Background: an optimization exercise with open tools, aiming at small area. Do not read the settings as production practice. The RTL was checked by simulation tests, not by an equivalence proof against the original design. The flow treats the clock pin as an ideal source. Dropping or thinning the clock tree relies on that and would not hold on a real chip. Power and IR drop assume default switching activity.

==> job 1060 <==
Design baseline_c5gx, start of the top module:
module baseline_c5gx(
      input              CLOCK_50_B7A,
      input              CPU_RESET_n,
      output      [6:0]  HEX0,
      output      [6:0]  HEX1,
      output      [6:0]  HEX2,
      output      [6:0]  HEX3,
      input       [3:0]  KEY,
      output      [7:0]  LEDG,
      output      [9:0]  LEDR,
      input       [9:0]  SW
);
	wire clk = CLOCK_50_B7A;
	wire rst = !CPU_RESET_n;
	localparam [2:0] OP_CLR  = 3'd0,
	                 OP_NONE = 3'd1,
	                 OP_HUP  = 3'd4,
	                 OP_HDN  = 3'd5,
	                 OP_MUP  = 3'd6,
	                 OP_MDN  = 3'd7,
	                 OP_SCLR = 3'd3,
	                 OP_ADV  = 3'd2;
	reg key3_low;
	always @(posedge clk) key3_low <= !KEY[3];
	wire pulse = !key3_low && !KEY[3];
	reg run;
	always @(posedge clk) run <= !rst && (run ^ pulse);
	reg [2:0] step;
	always @(posedge clk, posedge rst)
		if (rst) step <= 3'd0;
		else if (run) step <= step + 3'd1;
	reg [3:0] div;
	always @(posedge clk, posedge rst)
		if (rst) div <= 4'd0;
		else div <= div + 4'd1;
	wire tick = (div == 4'd7);
	reg [2:0] op;
	reg       sw_inc;
	reg [2:0] op_next;
	always @(*) begin
		op_next = OP_NONE;
		if (tick) begin
			if (SW[2]) begin
				case (SW[1:0])
					2'b00: if (KEY[1:0] == 2'b01) op_next = OP_HUP;
					       else if (KEY[1:0] == 2'b10) op_next = OP_HDN;
					2'b01: if (KEY[1:0] == 2'b01) op_next = OP_MUP;
					       else if (KEY[1:0] == 2'b10) op_next = OP_MDN;
					2'b10: if (KEY[1] != KEY[0]) op_next = OP_SCLR;
					default: ;
				endcase
			end else if (SW[8])
				op_next = OP_ADV;
		end
	end
	always @(posedge clk, posedge rst)
		if (rst) op <= OP_CLR;
		else op <= op_next;
	always @(posedge clk) sw_inc <= run && (step == 3'd7);
	wire clr = (op == OP_CLR);
	wire adv = (op == OP_ADV);
	reg [4:0] t_h;
	reg [5:0] t_m;
	reg [5:0] t_s;
	wire s_last = t_s[5] & t_s[4] & t_s[3] & t_s[1] & t_s[0];
	wire m_last = t_m[5] & t_m[4] & t_m[3] & t_m[1] & t_m[0];
	wire h_last = t_h[4] & t_h[2] & t_h[1] & t_h[0];
	wire m_zero = (t_m == 6'd0);
	wire h_zero = (t_h == 5'd0);
	wire s_clr = clr | (op == OP_SCLR);
	wire m_up = (op == OP_MUP) | adv & s_last;
	wire m_dn = (op == OP_MDN);
	wire h_up = (op == OP_HUP) | adv & s_last & m_last;
	wire h_dn = (op == OP_HDN);
	wire [5:0] s_t;
	assign s_t[0] = adv;
	assign s_t[1] = adv & t_s[0];
  ...
clock: 20.0 ns
lec_check: 0
cap_margin: 20
core_margin: 2
core_utilization: 70
slew_margin: 20
standard.sh (not shown) runs the stock make flow with config.mk's settings and CLKGATE_MAP_FILE= SYNTH_SCRIPT=/design/flow/synth_recipe.tcl, a recipe that flattens the netlist after the stock synthesis.
==> flow/flow/run.sh <==
#!/bin/bash
# Standard synthesis, then the combinational gates re-optimised with a stronger
# ABC script (flip-flops untouched), then the standard layout from floorplan on.
set -euo pipefail
W=$PWD
F=$W/flow
R=$W/orfs/results/$FLOW_PLATFORM/baseline_c5gx/base
YOSYS=$(command -v yosys || echo /OpenROAD-flow-scripts/tools/install/yosys/bin/yosys)

export BUFFER_PORTS_ARGS="-buffer_cell sky130_fd_sc_hd__buf_1"
export PRE_CTS_TCL=$F/prects.tcl
export ROOT_CLKBUF=sky130_fd_sc_hd__clkbuf_4
export LEAF_CLKBUF=sky130_fd_sc_hd__clkbuf_8

bash standard.sh synth > $W/std_synth.log 2>&1

cp $R/1_2_yosys.v $W/std_netlist.v
printf 'set_driving_cell sky130_fd_sc_hd__buf_1\nset_load 5\n' > $W/abc.constr
PERIOD_PS=$(python3 -c "print(int(float('$FLOW_PERIOD_NS')*1000))")
RS_LIB=$FLOW_HOME/platforms/$FLOW_PLATFORM/lib/sky130_fd_sc_hd__tt_025C_1v80.lib \
RS_TOP=$FLOW_TOP RS_IN=$W/std_netlist.v RS_OUT=$W/resynth_netlist.v \
RS_SCRIPT=$F/abc.script RS_CONSTR=$W/abc.constr RS_PERIOD_PS=$PERIOD_PS \
  $YOSYS -c $F/resynth.tcl > $W/resynth.log 2>&1

cp $W/resynth_netlist.v $R/1_2_yosys.v
rm -f $R/1_synth.odb $R/1_synth.sdc
bash standard.sh > $W/std_layout.log 2>&1
==> flow/flow/abc.script <==
strash
&get -n
&deepsyn -I 4 -J 200
&nf -R 1000 -p -F 10 -A 5 -a
&put
topo
dnsize -c
==> flow/flow/prects.tcl <==
# Clock distribution made here instead of by clock_tree_synthesis: the clock
# pins are split into four groups by position (halves in x, then in y), each
# group is driven by a leaf clock buffer at its centre, and one root buffer
# drives the four leaves, so every register's clock passes the same two
# buffers. ORFS's clock_tree_synthesis is then skipped; the rest of its CTS
# step (placement legalisation, timing repair) runs as usual.
set clk_port [get_name [lindex [get_property [lindex [all_clocks] 0] sources] 0]]
set block [ord::get_db_block]
set dbu [$block getDbUnitsPerMicron]
set net [$block findNet $clk_port]
set sinks {}
foreach it [$net getITerms] {
  set box [[$it getInst] getBBox]
  lappend sinks [list [expr {([$box xMin] + [$box xMax]) / 2.0 / $dbu}] \
                      [expr {([$box yMin] + [$box yMax]) / 2.0 / $dbu}] \
                      "[[$it getInst] getName]/[[$it getMTerm] getName]"]
}
proc halves { items idx } {
  set s [lsort -real -index $idx $items]
  set h [expr {[llength $s] / 2}]
  return [list [lrange $s 0 [expr {$h - 1}]] [lrange $s $h end]]
}
proc centre { items } {
  set sx 0.0
  set sy 0.0
  foreach i $items {
    set sx [expr {$sx + [lindex $i 0]}]
    set sy [expr {$sy + [lindex $i 1]}]
  }
  set n [llength $items]
  return [list [expr {$sx / $n}] [expr {$sy / $n}]]
}
set groups {}
foreach half [halves $sinks 0] {
  foreach q [halves $half 1] { lappend groups $q }
}
set k 0
set leaves {}
foreach g $groups {
  set pins {}
  foreach i $g { lappend pins [get_pins [lindex $i 2]] }
  set c [centre $g]
  puts "clock leaf buffer $k: [llength $g] clock pins at $c"
  insert_buffer -buffer_cell $::env(LEAF_CLKBUF) -net $clk_port -load_pins $pins \
    -location $c -buffer_name clkleaf_$k -net_name clknet_leaf_$k
  lappend leaves [list {*}$c x]
  incr k
}
set c [centre $leaves]
puts "clock root buffer at $c"
insert_buffer -buffer_cell $::env(ROOT_CLKBUF) -net $clk_port -location $c \
  -buffer_name clkroot_buf -net_name clknet_root
foreach n [$block getNets] {
  foreach it [$n getITerms] {
    if { [$it isClocked] } { $n setSigType CLOCK; break }
  }
}
$net setSigType CLOCK
foreach it [$net getITerms] {
  set o [[$it getInst] findITerm X]
  if { $o ne "NULL" && [$o getNet] ne "NULL" } { [$o getNet] setSigType CLOCK }
}
set_propagated_clock [all_clocks]
rename clock_tree_synthesis __orfs_clock_tree_synthesis
proc clock_tree_synthesis { args } {
  puts "clock_tree_synthesis skipped: the clock has its buffers"
}
==> flow/flow/resynth.tcl <==
# Re-optimises the combinational logic of the standard synthesis netlist with a
# stronger ABC script. Every flip-flop (and tie cell) stays the same instance,
# with the same name and cell type; only the gates between them change.
yosys -import
set lib $::env(RS_LIB)
set top $::env(RS_TOP)
read_liberty -overwrite -ignore_miss_func -ignore_miss_dir $lib
read_verilog -overwrite $::env(RS_IN)
hierarchy -top $top
setattr -mod -set keep_hierarchy 1 {sky130_fd_sc_hd__df*} {sky130_fd_sc_hd__edf*} {sky130_fd_sc_hd__conb*}
flatten
opt_clean -purge
techmap
opt -fast
abc -script $::env(RS_SCRIPT) -liberty $lib -dont_use *lpflow* -dont_use *probe* -constr $::env(RS_CONSTR) -D $::env(RS_PERIOD_PS)
opt_clean -purge
hilomap -singleton -hicell sky130_fd_sc_hd__conb_1 HI -locell sky130_fd_sc_hd__conb_1 LO
splitnets
opt_clean -purge
select -module $top
tee -o $::env(RS_OUT).stat stat -liberty $lib
write_verilog -noattr -nohex -nodec -selected $::env(RS_OUT)
==> inputs of job 8922, as changes to job 1060 <==
--- a/flow/design.v
+++ b/flow/design.v
@@ -18,25 +18,26 @@
 	                 OP_HDN  = 3'd5,
 	                 OP_MUP  = 3'd6,
 	                 OP_MDN  = 3'd7,
 	                 OP_SCLR = 3'd3,
 	                 OP_ADV  = 3'd2;
+	reg [2:0] op;
+	wire clr = (op == OP_CLR);
 	reg key3_low;
 	always @(posedge clk) key3_low <= !KEY[3];
 	wire pulse = !key3_low && !KEY[3];
 	reg run;
 	always @(posedge clk) run <= !rst && (run ^ pulse);
 	reg [2:0] step;
-	always @(posedge clk, posedge rst)
-		if (rst) step <= 3'd0;
-		else if (run) step <= step + 3'd1;
+	wire [2:0] step_now = clr ? 3'd0 : step;
+	always @(posedge clk)
+		step <= step_now + {2'b00, run};
 	reg [3:0] div;
-	always @(posedge clk, posedge rst)
-		if (rst) div <= 4'd0;
-		else div <= div + 4'd1;
-	wire tick = (div == 4'd7);
-	reg [2:0] op;
+	wire [3:0] div_now = clr ? 4'd0 : div;
+	always @(posedge clk)
+		div <= div_now + 4'd1;
+	wire tick = (div_now == 4'd7);
 	reg       sw_inc;
 	reg [2:0] op_next;
 	always @(*) begin
 		op_next = OP_NONE;
 		if (tick) begin
@@ -54,12 +55,11 @@
 		end
 	end
 	always @(posedge clk, posedge rst)
 		if (rst) op <= OP_CLR;
 		else op <= op_next;
-	always @(posedge clk) sw_inc <= run && (step == 3'd7);
-	wire clr = (op == OP_CLR);
+	always @(posedge clk) sw_inc <= run && (step_now == 3'd7);
 	wire adv = (op == OP_ADV);
 	reg [4:0] t_h;
 	reg [5:0] t_m;
 	reg [5:0] t_s;
 	wire s_last = t_s[5] & t_s[4] & t_s[3] & t_s[1] & t_s[0];
==> flow/flow/run.sh (replaced) <==
#!/bin/bash
# Standard synthesis; then the combinational gates re-optimised by ABC with a
# stronger script (flip-flops untouched), tried with several deepsyn seeds
# and the smallest result kept; then the standard layout from floorplan on,
# with buf_1 port buffers and one level of clock buffers (prects.tcl).
set -euo pipefail
W=$PWD
F=$W/flow
R=$W/orfs/results/$FLOW_PLATFORM/baseline_c5gx/base
YOSYS=$(command -v yosys || echo /OpenROAD-flow-scripts/tools/install/yosys/bin/yosys)

export BUFFER_PORTS_ARGS="-buffer_cell sky130_fd_sc_hd__buf_1"
export PRE_CTS_TCL=$F/prects.tcl
export ROOT_CLKBUF=
export LEAF_CLKBUF=sky130_fd_sc_hd__clkbuf_8
export LEAF_GROUPS=3

bash standard.sh synth > $W/std_synth.log 2>&1

cp $R/1_2_yosys.v $W/std_netlist.v
printf 'set_driving_cell sky130_fd_sc_hd__buf_1\nset_load 5\n' > $W/abc.constr
PERIOD_PS=$(python3 -c "print(int(float('$FLOW_PERIOD_NS')*1000))")
export RS_LIB=$FLOW_HOME/platforms/$FLOW_PLATFORM/lib/sky130_fd_sc_hd__tt_025C_1v80.lib
export RS_TOP=$FLOW_TOP RS_IN=$W/std_netlist.v RS_CONSTR=$W/abc.constr RS_PERIOD_PS=$PERIOD_PS
export YOSYS W F
SEEDS="1 2 3 4 5 6 7 8"
for s in $SEEDS; do
  printf 'strash\n&get -n\n&deepsyn -I 4 -J 500 -S %s\n&dch -f\n&nf -R 1000 -p -F 10 -A 5 -a\n&put\ntopo\ndnsize -c\n' $s > $W/abc_seed$s.script
done
echo $SEEDS | tr ' ' '\n' | xargs -P ${NUM_CORES:-4} -I{} bash -c \
  'RS_SCRIPT=$W/abc_seed{}.script RS_OUT=$W/resynth_seed{}.v $YOSYS -c $F/resynth.tcl > $W/resynth_seed{}.log 2>&1 || true'
best=$(python3 - "$W" $SEEDS <<'PY'
import re, sys, os
w = sys.argv[1]; best = None
for s in sys.argv[2:]:
    p = f"{w}/resynth_seed{s}.v.stat"
    if not os.path.exists(p) or not os.path.exists(f"{w}/resynth_seed{s}.v"): continue
    m = re.search(r"Chip area for module .*?: ([\d.]+)", open(p).read())
    if m and (best is None or float(m.group(1)) < best[0]): best = (float(m.group(1)), s)
print(best[1])
PY
)
echo "kept seed $best" > $W/resynth_choice.log
cat $W/resynth_seed*.v.stat | grep "Chip area" >> $W/resynth_choice.log || true

cp $W/resynth_seed$best.v $R/1_2_yosys.v
rm -f $R/1_synth.odb $R/1_synth.sdc
bash standard.sh > $W/std_layout.log 2>&1
--- a/flow/flow/prects.tcl
+++ b/flow/flow/prects.tcl
@@ -1,10 +1,10 @@
 # Clock distribution made here instead of by clock_tree_synthesis: the clock
-# pins are split into four groups by position (halves in x, then in y), each
-# group is driven by a leaf clock buffer at its centre, and one root buffer
-# drives the four leaves, so every register's clock passes the same two
-# buffers. ORFS's clock_tree_synthesis is then skipped; the rest of its CTS
+# pins are split into LEAF_GROUPS groups by x position, each
+# group is driven by a leaf clock buffer at its centre, and the clock port (or
+# a root buffer, if ROOT_CLKBUF is set) drives the leaves, so every
+# register's clock passes the same buffers. ORFS's clock_tree_synthesis is then skipped; the rest of its CTS
 # step (placement legalisation, timing repair) runs as usual.
 set clk_port [get_name [lindex [get_property [lindex [all_clocks] 0] sources] 0]]
 set block [ord::get_db_block]
 set dbu [$block getDbUnitsPerMicron]
 set net [$block findNet $clk_port]
@@ -29,12 +29,15 @@
   }
   set n [llength $items]
   return [list [expr {$sx / $n}] [expr {$sy / $n}]]
 }
 set groups {}
-foreach half [halves $sinks 0] {
-  foreach q [halves $half 1] { lappend groups $q }
+set ng $::env(LEAF_GROUPS)
+set s [lsort -real -index 0 $sinks]
+set n [llength $s]
+for {set g 0} {$g < $ng} {incr g} {
+  lappend groups [lrange $s [expr {$g * $n / $ng}] [expr {($g + 1) * $n / $ng - 1}]]
 }
 set k 0
 set leaves {}
 foreach g $groups {
   set pins {}
@@ -44,14 +47,16 @@
   insert_buffer -buffer_cell $::env(LEAF_CLKBUF) -net $clk_port -load_pins $pins \
     -location $c -buffer_name clkleaf_$k -net_name clknet_leaf_$k
   lappend leaves [list {*}$c x]
   incr k
 }
-set c [centre $leaves]
-puts "clock root buffer at $c"
-insert_buffer -buffer_cell $::env(ROOT_CLKBUF) -net $clk_port -location $c \
-  -buffer_name clkroot_buf -net_name clknet_root
+if { $::env(ROOT_CLKBUF) ne "" } {
+  set c [centre $leaves]
+  puts "clock root buffer at $c"
+  insert_buffer -buffer_cell $::env(ROOT_CLKBUF) -net $clk_port -location $c \
+    -buffer_name clkroot_buf -net_name clknet_root
+}
 foreach n [$block getNets] {
   foreach it [$n getITerms] {
     if { [$it isClocked] } { $n setSigType CLOCK; break }
   }
 }
Settings changed: CORE_UTILIZATION 70 to 80.
removed: flow/flow/abc.script
==> inputs of job 7996, as changes to job 1060 <==
--- a/flow/flow/run.sh
+++ b/flow/flow/run.sh
@@ -6,13 +6,10 @@
 F=$W/flow
 R=$W/orfs/results/$FLOW_PLATFORM/baseline_c5gx/base
 YOSYS=$(command -v yosys || echo /OpenROAD-flow-scripts/tools/install/yosys/bin/yosys)
 
 export BUFFER_PORTS_ARGS="-buffer_cell sky130_fd_sc_hd__buf_1"
-export PRE_CTS_TCL=$F/prects.tcl
-export ROOT_CLKBUF=sky130_fd_sc_hd__clkbuf_4
-export LEAF_CLKBUF=sky130_fd_sc_hd__clkbuf_8
 
 bash standard.sh synth > $W/std_synth.log 2>&1
 
 cp $R/1_2_yosys.v $W/std_netlist.v
 printf 'set_driving_cell sky130_fd_sc_hd__buf_1\nset_load 5\n' > $W/abc.constr
removed: flow/flow/prects.tcl
==> notes <==
Job 7996 finished with timing, DRC and antenna clean. Job 8922 failed in global placement (3_3_place_gp). Job 1060 finished with timing, DRC and antenna clean.
Between job 7996 and job 1060, the lower core utilization is in job 1060 (gap 0.90 points).
In job 7996 the clock power is larger than in job 1060, by 23%.
In job 1060 the hold slack is worse than in job 7996, by 0.0018 ns.
Combinational power is about the same in job 7996 and job 1060.
In sequential power, job 1060 and job 7996 hardly differ.
Fmax: job 7996 is lower than job 1060 (0.28%).
Of job 8922 and job 7996, job 7996 has the higher synthesized area (gap about 2.7%, measured against job 7996).
Between job 1060 and job 7996, the lower routed wire length is in job 1060 (gap 2.9%, measured against job 7996).
==> figures <==
Highest metal layer with signal wires: job 7996 met4; job 1060 met4; job 8922 -
Path depth of the worst reg2reg path: job 7996 11; job 1060 11; job 8922 -
Share of the clock period used by the worst path after layout: job 7996 41.70%; job 1060 41.58%; job 8922 -
Grt met3 use: job 7996 4.861%; job 1060 2.083%; job 8922 -
Critical R2R Launch: job 7996 op[1]; job 1060 op[1]; job 8922 -
Effective utilization at floorplan: job 7996 71.73%; job 1060 71.73%; job 8922 83.76%
Average cell area after synthesis: job 7996 7.898 sq um; job 1060 7.898 sq um; job 8922 7.662 sq um
Net count of the finished layout: job 7996 409; job 1060 409; job 8922 -
Pre-CTS setup slack: job 7996 11.69 ns; job 1060 11.69 ns; job 8922 -
Non-clock inverter count in the final layout: job 7996 12; job 1060 12; job 8922 -
Max Slew Vio Count: job 7996 0; job 1060 0; job 8922 -
Final Critical Period: job 7996 8.339 ns; job 1060 8.316 ns; job 8922 -
Setup Fix Bufs, Post-CTS: job 7996 0; job 1060 0; job 8922 -
Run status: job 7996 timing/DRC/antenna clean; job 1060 timing/DRC/antenna clean; job 8922 aborted with a tool error
Stage where the flow stopped: job 7996 -; job 1060 -; job 8922 global placement (3_3_place_gp)
Group drawing the most power: job 7996 registers; job 1060 registers; job 8922 -
Final instance count without filler cells: job 7996 442; job 1060 439; job 8922 -
Depth of the worst hold-timing path: job 7996 1; job 1060 2; job 8922 -
In job 1060 the design's own scripts or RTL, not TritonCTS, make the clock network.

## re-timing with driven ports
No port has a modelled driver above. Below, the same layouts with a new extraction and two added sets of constraints. Step 1: set_driving_cell puts a clkbuf_16 on CLOCK_50_B7A and a buf_2 on each other input, an assumption about the parent block. Step 2, shift: input delay + t, output delay - t, t = (earliest + latest rising clock arrival at the registers) / 2. This alone moves slack from input paths to output paths. Three values: no drivers, after step 1, after step 2; two values: the first two.
| run | t (ns) | setup WS [ns] | hold WS [ns] | clock arrival spread, ns | worst data-port slew with drivers (ns) |
|---|---|---|---|---|---|
| job 1060 | 0.369 | 11.684 / 11.661 / 11.661 | 0.480 / 0.480 / 0.480 | 0.015 / 0.015 | 0.06 |
| job 7996 | 0.331 | 11.661 / 11.637 / 11.637 | 0.482 / 0.482 / 0.482 | 0.009 / 0.009 | 0.06 |
After both steps every run listed still meets setup and hold. For job 7996, which loses most, drivers alone change the setup slack by -0.024 ns; drivers and shift together by -0.024 ns.
